Source: an optimization exercise on an open RTL-to-GDS flow (aim: small area, a short achievable clock period and few clock cycles). Production flows keep margins and buffers that such runs may drop. Where RTL was checked, it was by simulation tests only, not by an equivalence proof against the original. Only the layout flow was run in runs 1 to 3; the RTL was not checked for function there. Power and IR drop assume default switching activity.

**config.mk**
```make
export PLATFORM = sky130hd
export DESIGN_NAME = tinyalu
export DESIGN_NICKNAME = tinyalu
export VERILOG_FILES = /design/flow/design.v
export SDC_FILE = /design/flow/constraint.sdc
export NUM_CORES = 4
export LEC_CHECK = 0
export ABC_AREA = 1
export CAP_MARGIN = 20
export CORE_MARGIN = 2
export CORE_UTILIZATION = 40
export PLACE_DENSITY = 0.6
export SETUP_SLACK_MARGIN = 2.5
export SLEW_MARGIN = 20
```
**constraint.sdc**
```tcl
create_clock -name core_clock -period 5.0 [get_ports {clk}]
set_input_delay 1.0000 -clock core_clock [delete_from_list [all_inputs] [get_ports {clk}]]
set_output_delay 1.0000 -clock core_clock [all_outputs]
set_load 0.01 [all_outputs]
```
**design.v**
```verilog
module single_cycle #(
    parameter integer W = 8
) (
    input  wire [W-1:0] x,
    input  wire [W-1:0] y,
    output wire [W:0]   sum
);
  localparam integer L = $clog2(W);
  wire [W*(L+1)-1:0] g;
  wire [W*(L+1)-1:0] p;
  assign g[W-1:0] = x & y;
  assign p[W-1:0] = x ^ y;
  genvar k, i;
  generate
    for (k = 0; k < L; k = k + 1) begin : level
      for (i = 0; i < W; i = i + 1) begin : bit_
        if ((i >> k) & 1) begin : merge
          localparam integer J = ((i >> k) << k) - 1;
          assign g[(k+1)*W + i] = g[k*W + i] | (p[k*W + i] & g[k*W + J]);
          assign p[(k+1)*W + i] = p[k*W + i] & p[k*W + J];
        end else begin : pass
          assign g[(k+1)*W + i] = g[k*W + i];
          assign p[(k+1)*W + i] = p[k*W + i];
        end
      end
    end
  endgenerate
  wire [W:0] c = {g[L*W +: W], 1'b0};
  assign sum = {c[W], p[W-1:0] ^ c[W-1:0]};
endmodule
module tinyalu (
    input  wire  [7:0] A,
    input  wire  [7:0] B,
    input  wire        clk,
    input  wire  [2:0] op,
    input  wire        reset_n,
    input  wire        start,
    output wire        done,
    output wire [15:0] result
);
  reg [15:0] acc;
  reg [2:0]  rem;      
  reg        done_r;
  wire idle = (rem == 3'd0);
  wire two  = (rem[2] | rem[1]) & ~(acc[1] & acc[0]);
  wire [7:0] x   = !idle ? acc[15:8] : (op[2] ? A & {8{B[0]}} : B);
  wire       mA  = idle ? ~op[2] : acc[0];
  wire       m2A = idle ? (op[2] & B[1]) : (two & acc[1]);
  wire [8:0] y   = ({1'b0, A} & {9{mA}}) | ({A, 1'b0} & {9{m2A}});
  wire [9:0] s;
  single_cycle #(.W(9)) add (.x({1'b0, x}), .y(y), .sum(s));
  always @(posedge clk) begin
    if (!idle)
      acc <= two ? {s, acc[7:2]} : {s[8:0], acc[7:1]};
    else if (op[2])
      acc <= {s, B[7:2]};
    else if (!op[1])
      acc <= {7'h00, s[8:0]};
    else if (op[0])
      acc <= {8'h00, A ^ B};
    else
      acc <= {8'h00, A & B};
  end
  wire [2:0] rem_next = rem - {1'b0, two, ~two};
  always @(posedge clk or negedge reset_n) begin
    if (!reset_n) begin
      rem    <= 3'd0;
      done_r <= 1'b0;
    end else if (!idle) begin
      rem    <= rem_next;
      done_r <= (rem_next == 3'd0);
    end else begin
      rem    <= (start && op[2] && !done_r) ? 3'd6 : 3'd0;
      done_r <= start && !op[2] && (op[1:0] != 2'b00) && !done_r;
    end
  end
  assign done   = done_r;
  assign result = acc;
endmodule
```
**flow/run.sh**
```bash
#!/bin/bash
# Layout flow: the standard ORFS flow (standard.sh, which runs the
# standard synthesis script) with two changes:
#  - the ports get plain buf_1 buffers instead of the delay cells that
#    buffer_ports picks by default;
#  - the half/full adder cells are added to the platform's don't-use list,
#    so that ABC maps the adders as ordinary gates.
# ORFS's own logs go to orfs/logs/; make's output goes to run_standard.log.
set -euo pipefail
export BUFFER_PORTS_ARGS="-buffer_cell sky130_fd_sc_hd__buf_1"
PLATFORM_DONT_USE="sky130_fd_sc_hd__probe_p_8 sky130_fd_sc_hd__probec_p_8 sky130_fd_sc_hd__lpflow_bleeder_1 sky130_fd_sc_hd__lpflow_clkbufkapwr_1 sky130_fd_sc_hd__lpflow_clkbufkapwr_16 sky130_fd_sc_hd__lpflow_clkbufkapwr_2 sky130_fd_sc_hd__lpflow_clkbufkapwr_4 sky130_fd_sc_hd__lpflow_clkbufkapwr_8 sky130_fd_sc_hd__lpflow_clkinvkapwr_1 sky130_fd_sc_hd__lpflow_clkinvkapwr_16 sky130_fd_sc_hd__lpflow_clkinvkapwr_2 sky130_fd_sc_hd__lpflow_clkinvkapwr_4 sky130_fd_sc_hd__lpflow_clkinvkapwr_8 sky130_fd_sc_hd__lpflow_decapkapwr_12 sky130_fd_sc_hd__lpflow_decapkapwr_3 sky130_fd_sc_hd__lpflow_decapkapwr_4 sky130_fd_sc_hd__lpflow_decapkapwr_6 sky130_fd_sc_hd__lpflow_decapkapwr_8 sky130_fd_sc_hd__lpflow_inputiso0n_1 sky130_fd_sc_hd__lpflow_inputiso0p_1 sky130_fd_sc_hd__lpflow_inputiso1n_1 sky130_fd_sc_hd__lpflow_inputiso1p_1 sky130_fd_sc_hd__lpflow_inputisolatch_1 sky130_fd_sc_hd__lpflow_isobufsrc_1 sky130_fd_sc_hd__lpflow_isobufsrc_16 sky130_fd_sc_hd__lpflow_isobufsrc_2 sky130_fd_sc_hd__lpflow_isobufsrc_4 sky130_fd_sc_hd__lpflow_isobufsrc_8 sky130_fd_sc_hd__lpflow_isobufsrckapwr_16 sky130_fd_sc_hd__lpflow_lsbuf_lh_hl_isowell_tap_1 sky130_fd_sc_hd__lpflow_lsbuf_lh_hl_isowell_tap_2 sky130_fd_sc_hd__lpflow_lsbuf_lh_hl_isowell_tap_4 sky130_fd_sc_hd__lpflow_lsbuf_lh_isowell_4 sky130_fd_sc_hd__lpflow_lsbuf_lh_isowell_tap_1 sky130_fd_sc_hd__lpflow_lsbuf_lh_isowell_tap_2 sky130_fd_sc_hd__lpflow_lsbuf_lh_isowell_tap_4 "
ADDERS="sky130_fd_sc_hd__ha_1 sky130_fd_sc_hd__ha_2 sky130_fd_sc_hd__ha_4 sky130_fd_sc_hd__fa_1 sky130_fd_sc_hd__fa_2 sky130_fd_sc_hd__fa_4"
bash standard.sh "DONT_USE_CELLS=$PLATFORM_DONT_USE $ADDERS" finish > run_standard.log 2>&1
```
**standard.sh**
```bash
#!/bin/bash
# synth_recipe.tcl (not shown) runs the flow's synth.tcl, then flattens the netlist and writes it again
# the make line also repeats each setting of config.mk as NAME=value (left out here)
make -C /OpenROAD-flow-scripts/flow DESIGN_CONFIG=/design/flow/config.mk WORK_HOME=/design/flow/orfs CLKGATE_MAP_FILE= SYNTH_SCRIPT=/design/flow/synth_recipe.tcl "${@:-finish}"
```
==> impl_metrics.tcl, run 1 <==
set metrics [dict create \
    worst_path_largest_cell_delay_ps 290 \
    cell_chain_critical_path "buf_8, or2_2, nand2_1, nand2_1, nand2_2, inv_1, nand2_2, nand3_4, nand2_4, nand2_4, nand2_4, nand2_1, nand3_1, nand3_1, a21boi_1" \
    layout_cells_sized_above_1_pct 14.21 \
    grt_overflow 0 \
    fin_skew_ps 8.375 \
    gpl.final_weighted_congestion 0.9013 \
    run_status "complete, no violations" \
    transition_at_the_pin_with_the_smallest_max_transition_slack_ps 700.4 \
    antennaDiodeCount 0 \
    synth_largest_area_cell "sky130_fd_sc_hd__nand2_1" \
    crit_buf_inv 2 \
    maximum_number_of_pins_on_one_net_before_global_route_repair 28 \
    placed_cells_incl_taps 415 \
    netSwitchingFraction_pct 55.66 \
    number_of_different_library_cells_in_the_post_synthesis_netlist 39 \
    placeableCoreArea_mm2 0.004692 \
    critical_path_required_ps 5200 \
    drc_errors 0 \
    synth_seq_area_share_pct 21.78 \
    ys.flop_type "sky130_fd_sc_hd__dfxtp_1" \
    routed_wl_um 5673 \
    totalPowerFinal_uw 2006 \
    timing_worst_setup_path_type "in -> reg" \
    total_half_perimeter_wirelength_after_legalization_and_detailed_placement_um 4358 \
    die_w_um 73.48 \
    cts_tree "done" \
    combinationalPowerShare_pct 76.2 \
    final.setup.tns_ps 0 \
    report.final.hold_viol_count 0 \
    cts.reportedPaths.clkPinSlew_ps 80 \
    worstPathArrival_ps 2600 \
    clock_latency_ps 270 \
    synth_edf_count 0 \
    final_cell_mix "sky130_fd_sc_hd__nand2_1 (121), sky130_fd_sc_hd__nand3_1 (36), sky130_fd_sc_hd__buf_1 (35)" \
    finalWorstPathRequiredPeriod_ps 2400 \
    io_buffer_count 38 \
    holdBufCountCts 0 \
    finalSetupViolations 0 \
    cts_max_path_buffers 2 \
    cts_buffers 3 \
    final_net_count 389 \
    fin_worst_hold_slack_ps 525.6 \
    yosys_register_bits 20 \
    critPathSlowestCell "sky130_fd_sc_hd__or2_2" \
    gr-usage-all-layers_pct 22.02 \
    synth_top_cell_area_share_pct 24.89 \
    critical_path.top_delay_family "simple AND/OR/NAND/NOR gates" \
    crit_path_start_kind "input port" \
    routedWlPerCell_um 13.51 \
    holdCritPathClass "reg -> reg" \
    power_density_mw_per_mm2 881.9 \
    layout.area.seq_um2 420.4 \
    p_clk_share_pct 8.4 \
    drtAntennaViolNets 0 \
    irDropWorstVdd_mv 0.4370 \
    cts_root_buf "sky130_fd_sc_hd__clkbuf_8" \
    maxClockFrequency_mhz 416.7 \
    finish.instance_area_mm2 0.002275 \
    ios 39 \
    clock-sinks 20 \
    timing.final.max_slew_violations 0 \
    rsz0062_at_grt "yes" \
    vias 2286 \
    mostFrequentLayoutCell "sky130_fd_sc_hd__nand2_1" \
    synth_async_sr_flop_share_pct 20.00 \
    route.detailed.vias_per_inst 5.443 \
    floorplan.initialDensity_pct 41.15 \
    seq_power_share_pct 15.4 \
    antenna_violations_before_repair 0 \
    crit_path_max_fanout 15 \
    p_switching_uw 1117 \
    layout_worst_path_cycle_share_pct 48.00 \
    worstSetupEndpointType "flop" \
    drt_iter0_drc 218 \
    finish.cell_count_without_fillers 420 \
    floorplan.rows 25 \
    mapped_cell_area_mm2 0.001931 \
    grt_pass1_wl_um 9246 \
    dieArea_mm2 0.005399 \
    netlist_instances 332 \
    cap_violations 0 \
    timing.max_slew.rel_slack_pct 53.13 \
    cell_types_with_the_largest_area_share_after_synthesis "sky130_fd_sc_hd__nand2_1 (25%), sky130_fd_sc_hd__dfxtp_1 (17%), sky130_fd_sc_hd__nand3_1 (9.9%)" \
    die-height_um 73.48 \
    first_global_vias 2036 \
    multi_input_comb_area_mm2 0.001388 \
    static-leakage-power_uw 0.001173 \
    area_growth_syn_to_layout_pct 17.82 \
    htreeDepth 1 \
    placed_cell_areas_mm2 0.002086 \
    detailed_router_iteration_count_before_antenna_repair 4 \
    synth.net_count 354 \
    avgSynthCellArea_um2 5.815 \
    internal-power_uw 889.4 \
    yosys_warnings 1 \
    layout.filler_cells 509 \
]
[final timing paths]
path | from | to | slack [ps] | cells past startpoint
max in group asynchronous | reset_n | rem[2]$_DFF_PN0_ | 4260 | 1
min reg2reg | acc[6]$_DFF_P_ | acc[4]$_DFF_P_ | 530 | 2
min in group asynchronous | reset_n | rem[0]$_DFF_PN0_ | 550 | 1
max | op[2] | acc[6]$_DFF_P_ | 2600 | 15
max reg2reg | rem[2]$_DFF_PN0_ | acc[6]$_DFF_P_ | 2720 | 15
min | acc[6]$_DFF_P_ | acc[4]$_DFF_P_ | 530 | 2
[worst register-to-register path, cell delays in order (launching register included)]
cell	delay [ps]
sky130_fd_sc_hd__dfrtp_1	420
sky130_fd_sc_hd__nor2_4	230
sky130_fd_sc_hd__nand2_8	190
sky130_fd_sc_hd__inv_6	180
sky130_fd_sc_hd__nand3_1	90
sky130_fd_sc_hd__nand2_1	80
sky130_fd_sc_hd__inv_1	40
sky130_fd_sc_hd__nand2_1	70
sky130_fd_sc_hd__nand2_1	120
sky130_fd_sc_hd__nor2_2	150
sky130_fd_sc_hd__nand2_4	70
sky130_fd_sc_hd__nand2_4	100
sky130_fd_sc_hd__nand2_1	70
sky130_fd_sc_hd__nand3_1	90
sky130_fd_sc_hd__nand3_1	130
sky130_fd_sc_hd__a21boi_1	170
[state kept, by name, indices dropped and copies added (netlist names)]
name and count:
rem 3, done_r 1, acc 16
[through the flow]
step	setup WS [ps]	util [%]
after floorplan	2639	-
after global placement	1836	44.45
after detailed placement	1826	44.45
after CTS	2541	46.11
after global routing	2446	48.48
final	2600	48.48
[synthesized netlist by cell type (2+ instances only)]
cell type	instances
sky130_fd_sc_hd__dfrtp_1	4
sky130_fd_sc_hd__nand3_2	3
sky130_fd_sc_hd__o21ai_0	14
sky130_fd_sc_hd__nor2_2	2
sky130_fd_sc_hd__o2111ai_1	5
sky130_fd_sc_hd__a21boi_1	3
sky130_fd_sc_hd__a21oi_1	13
sky130_fd_sc_hd__nand3_1	38
sky130_fd_sc_hd__and2_1	2
sky130_fd_sc_hd__clkbuf_1	4
sky130_fd_sc_hd__buf_2	2
sky130_fd_sc_hd__o21ai_1	2
sky130_fd_sc_hd__nand4_1	5
sky130_fd_sc_hd__or2_2	2
sky130_fd_sc_hd__nand2_1	128
sky130_fd_sc_hd__nand2_4	2
sky130_fd_sc_hd__nor2_1	7
sky130_fd_sc_hd__inv_1	33
sky130_fd_sc_hd__a211oi_1	3
sky130_fd_sc_hd__dfxtp_1	16
sky130_fd_sc_hd__nand2_2	12
sky130_fd_sc_hd__o21a_1	2
sky130_fd_sc_hd__a32oi_1	3
sky130_fd_sc_hd__buf_6	2
sky130_fd_sc_hd__inv_2	6
sky130_fd_sc_hd__o211ai_1	6
[cells by family (layout without fill, tap and decap cells)]
kind of cell	Yosys count	count (layout)	synth area share, %
AND/OR/NAND/NOR	203	203	47.18
AO/OA/AOI/OAI	56	56	18.67
multiplexers	1	1	0.5185
XOR/XNOR	2	2	0.9075
flip-flops	20	20	21.78
buffers and inverters	50	84	10.95
[per-layer routing]
metal	vias up	track usage, %	part of all wire [%]
met4	0	8.889	2.5
met5	-	0	0
met1	1032	29.30	45
met3	10	2.332	5.8
met2	80	36.21	47
li1	1164	-	-
[what timing repair did]
item                       CTS  global route
setup endpoints to repair   16            15
gates cloned                 0             0
buffers inserted             0             1
gates resized for setup      3            27
hold endpoints to repair     0             0
pin swaps                    0             9
[final cells by class]
type,count,area share (%)
Clock buffer,3,1.815
Clock inverter,1,1.320
Inverter,41,7.206
Multi-Input combinational cell,262,61.00
Sequential cell,20,18.48
Tap cell,54,2.970
Timing Repair Buffer,39,7.206
[power groups by stage]
stage	sequential (uW)	clock, uW	combinational, uW
6_report	309	168	1530
5_1_grt	318	176	1760
4_1_cts	310	170	1390
3_5_place_dp	314	0	1380
3_3_place_gp	313	0	1380
2_1_floorplan	341	0	1060
==> inputs of run 2 (changes only) <==
--- a/config.mk
+++ b/config.mk
@@ -10,5 +10,5 @@
 export CORE_MARGIN = 2
 export CORE_UTILIZATION = 40
 export PLACE_DENSITY = 0.6
-export SETUP_SLACK_MARGIN = 2.5
+export SETUP_SLACK_MARGIN = 2.0
 export SLEW_MARGIN = 20
==> run 2 against run 1 <==
Still clean on timing, DRC and antenna. Count of clock-buffer cells in the layout did not move. Die area unchanged. Critical path depth unchanged. Synthesized cell count stayed put. Sequential power hardly changed. Critical path type unchanged. Critical endpoint is now acc[14]$_DFF_P_. Largest cell class unchanged. Highest routed layer unchanged.
==> impl_metrics.tcl, run 2 <==
set metrics [dict create \
    layout.filler_cells 513 \
    final_net_count 388 \
    cell_types_with_the_largest_area_share_after_synthesis "sky130_fd_sc_hd__nand2_1 (25%), sky130_fd_sc_hd__dfxtp_1 (17%), sky130_fd_sc_hd__nand3_1 (9.9%)" \
    avgSynthCellArea_um2 5.815 \
    detailed_router_iteration_count_before_antenna_repair 5 \
    grt_pass1_wl_um 9246 \
    ys.flop_type "sky130_fd_sc_hd__dfxtp_1" \
    worst_path_most_repeated_cell "sky130_fd_sc_hd__nand2_1" \
    grt_overflow 0 \
    cap_violations 0 \
    layout_worst_path_cycle_share_pct 52.86 \
    holdCritPathClass "reg -> reg" \
    maximum_number_of_pins_on_one_net_before_global_route_repair 28 \
    cts.repair_timing.setup_buffer_count 0 \
    routedWlPerCell_um 13.36 \
    cts_root_buf "sky130_fd_sc_hd__clkbuf_8" \
    number_of_different_library_cells_in_the_post_synthesis_netlist 39 \
    synth_seq_area_share_pct 21.78 \
    mostFrequentLayoutCell "sky130_fd_sc_hd__nand2_1" \
    multi_input_comb_area_mm2 0.001299 \
    htreeDepth 1 \
    synth_async_sr_flop_share_pct 20.00 \
    synth_top_cell_area_share_pct 24.89 \
    final.setup.tns_ps 0 \
    run_status "complete, no violations" \
    rsz0062_at_grt "no" \
    most_flops_register "acc" \
    layout.area.seq_um2 420.4 \
    final_cell_mix "sky130_fd_sc_hd__nand2_1 (128), sky130_fd_sc_hd__nand3_1 (38), sky130_fd_sc_hd__buf_1 (37)" \
    clock_latency_ps 270 \
    cts_tree "done" \
    dp_worst_setup_slack_ps 1826 \
    layout_cells_sized_above_1_pct 9.863 \
    irDropWorstVdd_mv 0.3773 \
    gpl.final_weighted_congestion 0.9013 \
    placeableCoreArea_mm2 0.004692 \
    finalSetupViolations 0 \
    floorplan.rows 25 \
    area_growth_syn_to_layout_pct 11.80 \
    final.setup.worst_slack_ps 2357 \
    transition_at_the_pin_with_the_smallest_max_transition_slack_ps 711.4 \
    synth_edf_count 0 \
    cell_chain_critical_path "clkbuf_2, inv_2, o21a_1, o21ai_1, nor2_1, nand3_2, nand2_2, nand2_2, nand2_2, nand2_1, nand2_1, nand2_1, and2_1, nand2_1, nand2_1" \
    synth_most_common_cell "sky130_fd_sc_hd__nand2_1" \
    critical_path.top_delay_family "simple AND/OR/NAND/NOR gates" \
    crit_buf_inv 2 \
    maxClockFrequency_mhz 378.3 \
    timing.final.max_slew_violations 0 \
    netlist_instances 332 \
    static-leakage-power_uw 0.001121 \
    route.detailed.vias_per_inst 5.418 \
    worst_path_largest_cell_delay_ps 300 \
    drt_iter0_drc 191 \
    vias 2270 \
    total_half_perimeter_wirelength_after_legalization_and_detailed_placement_um 4358 \
    report.final.hold_viol_count 0 \
    worstPathArrival_ps 2810 \
    power_density_mw_per_mm2 865.5 \
    die-height_um 73.48 \
    synth.net_count 354 \
    yosys_register_bits 20 \
    mapped_cell_area_mm2 0.001931 \
    floorplan.initialDensity_pct 41.15 \
    die_w_um 73.48 \
    yosys_warnings 1 \
    reg_top3 "acc: 16 flops, rem: 3 flops, done_r: 1 flops" \
    cts_max_path_buffers 2 \
    routed_wl_um 5596 \
    fin_skew_ps 10.16 \
    antenna_violations_before_repair 0 \
    drtAntennaViolNets 0 \
    critPathSlowestCell "sky130_fd_sc_hd__inv_2" \
    clock-sinks 20 \
    netlist_top_cells_count "sky130_fd_sc_hd__nand2_1 (128), sky130_fd_sc_hd__nand3_1 (38), sky130_fd_sc_hd__inv_1 (33)" \
    gr-usage-all-layers_pct 22.02 \
    synth_largest_area_cell "sky130_fd_sc_hd__nand2_1" \
    antennaDiodeCount 0 \
    crit_path_max_fanout 17 \
    holdBufCountCts 0 \
    critical_path_required_ps 5170 \
    first_global_vias 2046 \
    cts_buffers 3 \
    io_buffer_count 38 \
    timing.max_slew.rel_slack_pct 52.40 \
    dieArea_mm2 0.005399 \
    cts.reportedPaths.clkPinSlew_ps 90 \
    crit_path_start_kind "input port" \
    post_cts_resize_count 0 \
    timing_worst_setup_path_type "in -> reg" \
    largest_register_ffs 16 \
    drc_errors 0 \
    worstSetupEndpointType "flop" \
    finalWorstPathRequiredPeriod_ps 2643 \
    ios 39 \
]
[run 2: cells by family (layout without fill, tap and decap cells)]
family	count (synthesis)	in the layout	synth area share, %
buffers and inverters	50	83	10.95
XOR/XNOR	2	2	0.9075
AO/OA/AOI/OAI	56	56	18.67
flip-flops	20	20	21.78
multiplexers	1	1	0.5185
AND/OR/NAND/NOR	203	203	47.18
[run 2: final timing paths]
| kind | from | end | slack [ps] | cells past startpoint |
|---|---|---|---|---|
| setup / recovery | op[2] | acc[14]$_DFF_P_ | 2360 | 15 |
| hold / removal | acc[6]$_DFF_P_ | acc[4]$_DFF_P_ | 520 | 2 |
| setup reg to reg | rem[2]$_DFF_PN0_ | acc[14]$_DFF_P_ | 2680 | 17 |
| hold reg to reg | acc[6]$_DFF_P_ | acc[4]$_DFF_P_ | 520 | 2 |
| max in group asynchronous | reset_n | rem[2]$_DFF_PN0_ | 4260 | 1 |
| min in group asynchronous | reset_n | rem[0]$_DFF_PN0_ | 550 | 1 |
[run 2: where the power goes]
group / total [uW] / internal (uW) / switching, uW
sequential: 310 / 256 / 54.1
combinational: 1390 / 458 / 933
clock: 167 / 107 / 60.5
total: 1870 / 821 / 1050
[run 2: final cells by class]
cell class / count / share of cell area, %
tap: 54 / 3.130
inverter: 41 / 7.246
multi-input combinational: 262 / 60.17
timing repair buffer: 38 / 6.667
clock buffer: 3 / 1.913
clock inverter: 1 / 1.391
sequential: 20 / 19.48
[run 2: worst register-to-register path, delay by kind of cell (launching register included)]
family | cells | cell delay [ps]
buffers and inverters | 2 | 290
flip-flops | 1 | 420
AND/OR/NAND/NOR | 15 | 1530
[run 2: per-layer routing]
metal,vias to the layer above,track usage (%),wire (um),share of wire (%)
li1,1164,-,-,-
met1,1009,29.13,2559,46
met2,85,36.41,2525,45
met3,12,2.332,342,6.1
met4,0,8.889,168,3.0
met5,-,0,0,0
[run 2: metrics by stage]
step           cell area, um^2  total power (uW)  hold WS [ps]  instances  utilization (%)
6_report                  2158              1868         523.7        419            46.00
5_1_grt                   2158              2106         560.9        419            46.00
4_1_cts                   2157              1871         530.3        419            45.97
3_5_place_dp              2086              1697         517.8        415            44.45
3_3_place_gp              2086              1690         519.7        415            44.45
2_1_floorplan             1931              1406         527.7        332                -
==> inputs of run 3 (changes only) <==
--- a/design.v
+++ b/design.v
@@ -43,9 +43,9 @@
   reg        done_r;
   wire idle = (rem == 3'd0);
   wire two  = (rem[2] | rem[1]) & ~(acc[1] & acc[0]);
-  wire [7:0] x   = !idle ? acc[15:8] : (op[2] ? A & {8{B[0]}} : B);
-  wire       mA  = idle ? ~op[2] : acc[0];
-  wire       m2A = idle ? (op[2] & B[1]) : (two & acc[1]);
+  wire [7:0] x   = idle ? B : acc[15:8];
+  wire       mA  = idle | acc[0];
+  wire       m2A = ~idle & two & acc[1];
   wire [8:0] y   = ({1'b0, A} & {9{mA}}) | ({A, 1'b0} & {9{m2A}});
   wire [9:0] s;
   single_cycle #(.W(9)) add (.x({1'b0, x}), .y(y), .sum(s));
@@ -53,7 +53,7 @@
     if (!idle)
       acc <= two ? {s, acc[7:2]} : {s[8:0], acc[7:1]};
     else if (op[2])
-      acc <= {s, B[7:2]};
+      acc <= {1'b0, A & {8{B[0]}}, B[7:1]};
     else if (!op[1])
       acc <= {7'h00, s[8:0]};
     else if (op[0])
@@ -70,7 +70,7 @@
       rem    <= rem_next;
       done_r <= (rem_next == 3'd0);
     end else begin
-      rem    <= (start && op[2] && !done_r) ? 3'd6 : 3'd0;
+      rem    <= (start && op[2] && !done_r) ? 3'd7 : 3'd0;
       done_r <= start && !op[2] && (op[1:0] != 2'b00) && !done_r;
     end
   end
--- a/config.mk
+++ b/config.mk
@@ -8,7 +8,8 @@
 export ABC_AREA = 1
 export CAP_MARGIN = 20
 export CORE_MARGIN = 2
-export CORE_UTILIZATION = 40
-export PLACE_DENSITY = 0.6
-export SETUP_SLACK_MARGIN = 2.0
+export CORE_UTILIZATION = 65
+export CTS_BUF_LIST = sky130_fd_sc_hd__clkbuf_8
+export PLACE_DENSITY = 0.8
+export SETUP_SLACK_MARGIN = 2.7
 export SLEW_MARGIN = 20
==> run 3 against run 2 <==
Still clean on timing, DRC and antenna. Clock power about the same. Global-route usage rose by 12 points. Synthesized cell count is 8.4% lower. Routed wire length decreased by 4.4%. Sequential cell count did not move. Cell count down 11%. Maximum frequency is 20% higher. Hold slack improved by 31 ps. Non-clock buffer count increased by 3. Clock skew decreased by 1.9 ps. Critical endpoint unchanged.
==> impl_metrics.tcl, run 3 <==
set metrics [dict create \
    run_status "complete, no violations" \
    most_flops_register "acc" \
    cts_tree "done" \
    yosys_warnings 1 \
    cts.reportedPaths.clkPinSlew_ps 80 \
    reg_top3 "acc: 16 flops, rem: 3 flops, done_r: 1 flops" \
    gr-usage-all-layers_pct 33.57 \
    static-leakage-power_uw 0.001076 \
    netlist_top_cells_count "sky130_fd_sc_hd__nand2_1 (95), sky130_fd_sc_hd__inv_1 (37), sky130_fd_sc_hd__nand3_1 (32)" \
    worstSetupEndpointType "flop" \
    antenna_violations_before_repair 0 \
    maximum_number_of_pins_on_one_net_before_global_route_repair 22 \
    mostFrequentLayoutCell "sky130_fd_sc_hd__nand2_1" \
    route.detailed.vias_per_inst 5.699 \
    global_route.usage.met2_pct 55.67 \
    grtUsageMet1_pct 43.71 \
    grt_util_met3_pct 4.989 \
    vias 2120 \
    timing_worst_setup_path_type "in -> reg" \
    holdCritPathClass "in -> async" \
    synth_largest_area_cell "sky130_fd_sc_hd__nand2_1" \
    regToRegSetupSlack_ps 2820 \
    io_buffer_count 38 \
    synth.net_count 326 \
    mapped_cell_area_mm2 0.001824 \
    fin_skew_ps 8.249 \
    rsz0062_at_grt "no" \
    launch_point_of_the_worst_path "B[0]" \
    synth_seq_area_share_pct 23.05 \
    cts_root_buf "sky130_fd_sc_hd__clkbuf_8" \
    ys.flop_type "sky130_fd_sc_hd__dfxtp_1" \
    dieArea_mm2 0.003246 \
    yosys_register_bits 20 \
    placeableCoreArea_mm2 0.002710 \
    routedWlPerCell_um 14.39 \
    netlist_instances 304 \
    synth_edf_count 0 \
    critical_path.top_delay_family "simple AND/OR/NAND/NOR gates" \
    area_growth_syn_to_layout_pct 15.78 \
    crit_buf_inv 2 \
    placed_cell_areas_mm2 0.001967 \
    finalWorstPathRequiredPeriod_ps 2204 \
    layout_worst_path_cycle_share_pct 44.07 \
    ios 39 \
    number_of_different_library_cells_in_the_post_synthesis_netlist 38 \
    finalSetupViolations 0 \
    finish.instance_area_mm2 0.002112 \
    worst_reg_to_reg_path_cell_count 16 \
    grt_pass1_wl_um 8542 \
    total_half_perimeter_wirelength_after_legalization_and_detailed_placement_um 3747 \
    report.final.hold_viol_count 0 \
    routed_wl_um 5352 \
    timing.final.max_slew_violations 0 \
    largest_register_ffs 16 \
    clock_latency_ps 270 \
    cap_violations 0 \
    worst_path_largest_cell_delay_ps 200 \
    crit_path_start_kind "input port" \
    timing.max_slew.rel_slack_pct 50.50 \
    cts_max_path_buffers 2 \
    critical_path_required_ps 5150 \
    drtAntennaViolNets 0 \
    first_global_vias 1930 \
    avgSynthCellArea_um2 6.001 \
    transition_at_the_pin_with_the_smallest_max_transition_slack_ps 739.7 \
    synth_top_cell_area_share_pct 19.55 \
    crit_path_max_fanout 5 \
    antennaDiodeCount 0 \
    maxClockFrequency_mhz 453.8 \
    htreeDepth 1 \
    cts_buffers 3 \
    grt_overflow 0 \
    cell_types_with_the_largest_area_share_after_synthesis "sky130_fd_sc_hd__nand2_1 (20%), sky130_fd_sc_hd__dfxtp_1 (18%), sky130_fd_sc_hd__nand3_1 (8.8%)" \
    clock-sinks 20 \
    worstPathArrival_ps 2360 \
    cell_chain_critical_path "buf_1, inv_1, o21ai_4, nand2_2, o21ai_2, nand2_2, nand2_4, nand2_2, nand2_1, nand2_2, nand3_1, nand3_1" \
    holdBufCountCts 0 \
    worst_path_most_repeated_cell "sky130_fd_sc_hd__nand2_2" \
    drt_iter0_drc 147 \
    synth_most_common_cell "sky130_fd_sc_hd__nand2_1" \
    detailed_router_iteration_count_before_antenna_repair 5 \
    globalRoute.busiestLayer "met2" \
    drc_errors 0 \
    synth_async_sr_flop_share_pct 20.00 \
    irDropWorstVdd_mv 0.7159 \
    critical_path.reg2reg.startpoint "rem[1]$_DFF_PN0_" \
    ff_to_ff_end "acc[14]$_DFF_P_" \
    die_w_um 56.98 \
    critPathSlowestCell "sky130_fd_sc_hd__o21ai_2" \
    layout_cells_sized_above_1_pct 11.73 \
    floorplan.rows 19 \
    final.setup.tns_ps 0 \
    power_density_mw_per_mm2 906.1 \
    final_cell_mix "sky130_fd_sc_hd__nand2_1 (94), sky130_fd_sc_hd__inv_1 (37), sky130_fd_sc_hd__buf_1 (37)" \
    final_net_count 364 \
    gpl.final_weighted_congestion 0.9333 \
    die-height_um 56.98 \
    floorplan.initialDensity_pct 67.31 \
]
## run 3: cell count changes after synthesis, moves of 3 or more
cell	delta
sky130_fd_sc_hd__nand2_1	-33
sky130_fd_sc_hd__a32oi_1	-3
sky130_fd_sc_hd__a21oi_1	+3
sky130_fd_sc_hd__nand2_2	-4
sky130_fd_sc_hd__a21boi_1	-3
sky130_fd_sc_hd__nand3b_1	+7
sky130_fd_sc_hd__inv_1	+4
sky130_fd_sc_hd__o22ai_1	+6
sky130_fd_sc_hd__nor2_1	+6
sky130_fd_sc_hd__o211ai_1	-3
sky130_fd_sc_hd__nand3_1	-6
## run 3: worst register-to-register path, stage by stage, from the launching register on
cell and delay, ps:
sky130_fd_sc_hd__dfrtp_1 430, sky130_fd_sc_hd__nor2_4 220, sky130_fd_sc_hd__buf_6 190, sky130_fd_sc_hd__nor2_4 50, sky130_fd_sc_hd__buf_12 140, sky130_fd_sc_hd__nand3_1 110
sky130_fd_sc_hd__nand2_1 90, sky130_fd_sc_hd__nand2_2 90, sky130_fd_sc_hd__nand2_1 70, sky130_fd_sc_hd__inv_2 80, sky130_fd_sc_hd__nand2_1 100, sky130_fd_sc_hd__nor2_1 120
sky130_fd_sc_hd__nand2_2 80, sky130_fd_sc_hd__nand2_1 80, sky130_fd_sc_hd__nand2_2 70, sky130_fd_sc_hd__nand3_1 80, sky130_fd_sc_hd__nand3_1 80
## run 3: worst max-delay path by stage
stage          cells past startpoint         endpoint
6_report                          12  acc[14]$_DFF_P_
5_1_grt                           12  acc[14]$_DFF_P_
4_1_cts                            9   acc[8]$_DFF_P_
3_5_place_dp                       5   acc[9]$_DFF_P_
3_3_place_gp                       5  acc[13]$_DFF_P_
2_1_floorplan                     14  acc[12]$_DFF_P_
## run 3: cell families after synthesis
family,Yosys count,share of synthesized area [%]
buffers and inverters,53,11.38
xor gates and xnor gates,3,1.441
DFF,20,23.05
AOI/OAI and AO/OA,57,19.69
and+or+nand+nor,170,43.90
adders and majority gates,1,0.5487
## run 3: layout make-up
cell class	count	area, um^2
fill	235	598.1
tap	31	38.79
inverter	45	172.7
sequential	20	421.7
timing repair buffer	41	182.7
multi-input combinational	231	1225
clock inverter	1	30.03
clock buffer	3	41.29
## run 3: per-layer routing
metal  up-vias  wire length [um]
met3        17               380
met2        77              2574
met5         -                 0
met1       942              2250
li1       1084                 -
met4         0               146
## run 3: report_power, final
| part | total (uW) | leakage [uW] | internal [uW] | switching (uW) |
|---|---|---|---|---|
| sequential | 330 | 0.000185 | 257 | 73.2 |
| clock | 168 | 0.0000357 | 107 | 60.8 |
| combinational | 1420 | 0.000855 | 490 | 925 |
## run 3: repair_timing
action | 4_1_cts | 5_1_grt
gates resized for setup | 1 | 9
cloned | 0 | 0
buffers inserted | 1 | 2
setup endpoints to repair | 12 | 14
pin swaps | 1 | 4
## run 3: stage by stage
step	hold WS [ps]	power (uW)	setup WS, ps	util [%]	cells
6_report	555.2	1914	2796	77.93	372
3_3_place_gp	519.8	1610	2413	72.58	365
3_5_place_dp	536.3	1622	2409	72.58	365
5_1_grt	563.7	2089	2691	77.93	372
4_1_cts	556.1	1810	2724	75.67	370
2_1_floorplan	537.2	1355	2880	-	304
==> inputs of run 4 (changes only) <==
==> design.v (replaced) <==
module tinyalu (
    input  wire  [7:0] A,
    input  wire  [7:0] B,
    input  wire        clk,
    input  wire  [2:0] op,
    input  wire        reset_n,
    input  wire        start,
    output wire        done,
    output wire [15:0] result
);
  reg [15:0] acc;
  reg        busy;     
  reg [2:0]  step;     
  reg        done_r;
  wire last = step[2] & ~step[1];    
  wire [7:0] x = busy  ? acc[15:8] :
                 op[2] ? {1'b0, A[7:1] & {7{B[0]}}} : B;
  wire       m = busy  ? acc[0] : (op[2] ? B[1] : 1'b1);
  wire [8:0] s = {1'b0, x} + {1'b0, A & {8{m}}};
  always @(posedge clk) begin
    if (busy)
      acc <= {s, acc[7:1]};
    else if (op[2])
      acc <= {s, A[0] & B[0], B[7:2]};
    else if (!op[1])
      acc <= {7'h00, s};
    else if (op[0])
      acc <= {8'h00, A ^ B};
    else
      acc <= {8'h00, A & B};
  end
  always @(posedge clk or negedge reset_n) begin
    if (!reset_n) begin
      busy   <= 1'b0;
      step   <= 3'b000;
      done_r <= 1'b0;
    end else if (busy) begin
      busy   <= ~last;
      step   <= {step[1:0], ~step[2]};
      done_r <= last;
    end else begin
      busy   <= start && op[2] && !done_r;
      done_r <= start && !op[2] && (op[1:0] != 2'b00) && !done_r;
    end
  end
  assign done   = done_r;
  assign result = acc;
endmodule
--- a/config.mk
+++ b/config.mk
@@ -8,8 +8,7 @@
 export ABC_AREA = 1
 export CAP_MARGIN = 20
 export CORE_MARGIN = 2
-export CORE_UTILIZATION = 65
-export CTS_BUF_LIST = sky130_fd_sc_hd__clkbuf_8
-export PLACE_DENSITY = 0.8
-export SETUP_SLACK_MARGIN = 2.7
+export CORE_UTILIZATION = 40
+export PLACE_DENSITY = 0.6
+export SETUP_SLACK_MARGIN = 2.5
 export SLEW_MARGIN = 20
==> run 4 against run 3 <==
Combinational power down 46%. Still clean. Largest cell class unchanged. Hold slack got worse by 100 ps. Critical path type unchanged. Clock power shrank 29%.
==> impl_metrics.tcl, run 4 <==
set metrics [dict create \
    layout.filler_cells 469 \
    maxClockFrequency_mhz 424.9 \
    p_switching_uw 596.5 \
    cap_violations 0 \
    clock_latency_ps 270 \
    yosys_register_bits 21 \
    totalPowerFinal_uw 1186 \
    routedWlPerCell_um 13.26 \
    netlist_instances 289 \
    routed_wl_um 5120 \
    synth_most_common_cell "sky130_fd_sc_hd__nand2_1" \
    total_half_perimeter_wirelength_after_legalization_and_detailed_placement_um 3911 \
    gr-usage-all-layers_pct 20.75 \
    final_net_count 357 \
    placed_cell_areas_mm2 0.001906 \
    mapped_cell_area_mm2 0.001744 \
    die-height_um 70.04 \
    static-leakage-power_uw 0.001057 \
    grt_pass1_wl_um 8217 \
    vias 1998 \
    floorplan.initialDensity_pct 40.90 \
    transition_at_the_pin_with_the_smallest_max_transition_slack_ps 530.5 \
    holdBufCountCts 0 \
    detailed_router_iteration_count_before_antenna_repair 6 \
    power_density_mw_per_mm2 577.0 \
    cell_chain_critical_path "buf_4, nor2_4, buf_4, nand2_1, nand2_1, nand3b_1, nand2_1, nor2_1, nand2_2, nand2_2, nand2_1, nand2_1, o21ai_1, nand2_1, nand2_1" \
    layout.area.seq_um2 445.4 \
    mostFrequentLayoutCell "sky130_fd_sc_hd__nand2_1" \
    multi_input_comb_area_mm2 0.001125 \
    cts_tree "done" \
    netlist_top_cells_count "sky130_fd_sc_hd__nand2_1 (90), sky130_fd_sc_hd__nand3_1 (31), sky130_fd_sc_hd__inv_1 (29)" \
    cell_types_with_the_largest_area_share_after_synthesis "sky130_fd_sc_hd__nand2_1 (19%), sky130_fd_sc_hd__dfxtp_1 (18%), sky130_fd_sc_hd__nand3_1 (8.9%)" \
    route.detailed.vias_per_inst 5.176 \
    synth_top_cell_area_share_pct 19.37 \
    clock-sinks 21 \
    seq_power_share_pct 24.8 \
    yosys_warnings 1 \
    internal-power_uw 589.7 \
    first_global_vias 1728 \
    layout_worst_path_cycle_share_pct 47.07 \
    cts_root_buf "sky130_fd_sc_hd__clkbuf_8" \
    area_growth_syn_to_layout_pct 17.86 \
    worst_path_largest_cell_delay_ps 200 \
    fin_skew_ps 1.866 \
    worstSetupEndpointType "flop" \
    critical_path.top_delay_family "simple AND/OR/NAND/NOR gates" \
    cts_max_path_buffers 2 \
    crit_path_start_kind "input port" \
    htreeDepth 1 \
    antennaDiodeCount 0 \
    irDropWorstVdd_mv 0.1782 \
    crit_buf_inv 2 \
    gpl.final_weighted_congestion 0.8711 \
    finish.instance_area_mm2 0.002056 \
    cts_buffers 3 \
    layout_cells_sized_above_1_pct 15.57 \
    drt_iter0_drc 253 \
    fin_util_pct 48.21 \
    timing.max_slew.rel_slack_pct 64.63 \
    crit_path_max_fanout 14 \
    number_of_different_library_cells_in_the_post_synthesis_netlist 35 \
    reg_top3 "acc: 16 flops, step: 3 flops" \
    report.final.hold_viol_count 0 \
    ys.flop_type "sky130_fd_sc_hd__dfxtp_1" \
    timing_worst_setup_path_type "in -> reg" \
    finalWorstPathRequiredPeriod_ps 2354 \
    final_cell_mix "sky130_fd_sc_hd__nand2_1 (90), sky130_fd_sc_hd__buf_1 (35), sky130_fd_sc_hd__nand3_1 (31)" \
    combinationalPowerShare_pct 65.1 \
    worstPathArrival_ps 2570 \
    synth_async_sr_flop_share_pct 23.81 \
    synth.net_count 311 \
    placed_cells_incl_taps 371 \
    drc_errors 0 \
    die_w_um 70.04 \
    final.setup.tns_ps 0 \
    io_buffer_count 38 \
    netSwitchingFraction_pct 50.28 \
    critical_path_required_ps 5220 \
    maximum_number_of_pins_on_one_net_before_global_route_repair 30 \
    rsz0062_at_grt "no" \
    synth_seq_area_share_pct 25.54 \
    synth_largest_area_cell "sky130_fd_sc_hd__nand2_1" \
    critPathSlowestCell "sky130_fd_sc_hd__buf_4" \
    worst_path_most_repeated_cell "sky130_fd_sc_hd__nand2_1" \
    grt_overflow 0 \
    most_flops_register "acc" \
    p_clk_share_pct 10.1 \
    largest_register_ffs 16 \
    avgSynthCellArea_um2 6.035 \
    drtAntennaViolNets 0 \
    run_status "complete, no violations" \
    synth_edf_count 0 \
    holdCritPathClass "reg -> reg" \
    finalSetupViolations 0 \
    placeableCoreArea_mm2 0.004264 \
    ios 39 \
    regToRegSetupSlack_ps 2690 \
    antenna_violations_before_repair 0 \
    timing.final.max_slew_violations 0 \
    dieArea_mm2 0.004905 \
    floorplan.rows 24 \
    finish.cell_count_without_fillers 386 \
    cts.reportedPaths.clkPinSlew_ps 90 \
]
## run 4: cell type report
cell class              instances  area share, %
multi-input cells             225          54.72
flip-flops and latches         21          21.67
repair buffers                 50          11.81
inverters                      34          6.391
well taps                      52          3.165
clock buffers                   3          2.009
clock inverters                 1         0.2435
## run 4: routing by layer
metal  vias up  part of all wire, %  wire, um  track usage (%)
li1       1019                    -         -                -
met1       905                   47      2399            28.91
met2        62                   46      2350            34.18
met3        12                  5.5       284            3.319
met4         0                  1.7        85            3.846
met5         -                    0         0                0
## run 4: per-stage QoR
| step | hold slack [ps] | worst slack, ps |
|---|---|---|
| after floorplan | 437.0 | 2770 |
| after global placement | 441.7 | 1942 |
| after detailed placement | 444.5 | 1982 |
| after CTS | 455.5 | 2527 |
| after global routing | 478.4 | 2466 |
| final | 454.7 | 2646 |
## run 4: timing repair
action,CTS,global route
endpoints found under the setup margin,15,12
gates resized for setup,1,8
pin swaps,1,1
setup buffers,4,7
## run 4: kinds of logic (layout without fill, tap and decap cells)
logic type / count (synthesis) / in the layout / share of synthesized area (%)
AND/OR/NAND/NOR: 177 / 177 / 46.99
buffers and inverters: 43 / 88 / 10.40
AO/OA/AOI/OAI: 41 / 41 / 13.34
flip-flops: 21 / 21 / 25.54
XOR/XNOR: 4 / 4 / 2.009
adder cells (fa/ha/maj): 3 / 3 / 1.722
## run 4: final timing paths
path | startpoint | endpoint | depth (start not counted)
max reg2reg | busy$_DFF_PN0_ | acc[4]$_DFF_P_ | 16
max | op[2] | acc[4]$_DFF_P_ | 15
min in group asynchronous | reset_n | busy$_DFF_PN0_ | 1
max in group asynchronous | reset_n | step[2]$_DFFE_PN0P_ | 1
min reg2reg | acc[4]$_DFF_P_ | acc[3]$_DFF_P_ | 2
min | acc[4]$_DFF_P_ | acc[3]$_DFF_P_ | 2
## run 4: worst min-delay path, cell delays in order (launching register included)
cell	delay [ps]
sky130_fd_sc_hd__dfxtp_1	320
sky130_fd_sc_hd__nand2_1	60
sky130_fd_sc_hd__nand2_1	40
## run 4: power by group through the flow
| stage | clock (uW) | combinational (uW) | sequential (uW) |
|---|---|---|---|
| 6_report | 120 | 772 | 294 |
| 5_1_grt | 131 | 870 | 305 |
| 4_1_cts | 125 | 723 | 295 |
| 3_5_place_dp | 0 | 705 | 298 |
| 3_3_place_gp | 0 | 709 | 297 |
| 2_1_floorplan | 0 | 510 | 328 |
Testbench counts of run 4, summed over its fixed seeds: cycles 41,926.

-- separate check: timing with driven ports --
How much do the figures lean on ideal ports? The routed layouts below were timed once more, with nothing changed but the port constraints. Step 1 assumes that a clkbuf_16 drives the clock port and a buf_2 every other input. Step 2 also shifts input and output timing later by t, the mid clock arrival at the registers, as if the neighbouring blocks saw the same clock. Three values: ideal, step 1, step 2; two values: the first two.
| run | t (ns) | setup slack, ns | hold WS [ns] | clock arrival spread, ns | worst slew at a driven data input, ns |
|---|---|---|---|---|---|
| run 1 | 0.289 | 2.600 / 2.587 / 2.298 | 0.526 / 0.526 / 0.526 | 0.008 / 0.008 | 0.05 |
| run 2 | 0.289 | 2.357 / 2.362 / 2.073 | 0.524 / 0.524 / 0.524 | 0.010 / 0.010 | 0.04 |
| run 3 | 0.293 | 2.796 / 2.791 / 2.498 | 0.555 / 0.549 / 0.556 | 0.008 / 0.009 | 0.04 |
| run 4 | 0.290 | 2.646 / 2.638 / 2.348 | 0.455 / 0.455 / 0.455 | 0.002 / 0.002 | 0.03 |
After both steps every run listed still meets setup and hold. The setup slack of run 1, which loses most, moves by -0.013 ns with the drivers and by -0.302 ns with both steps.
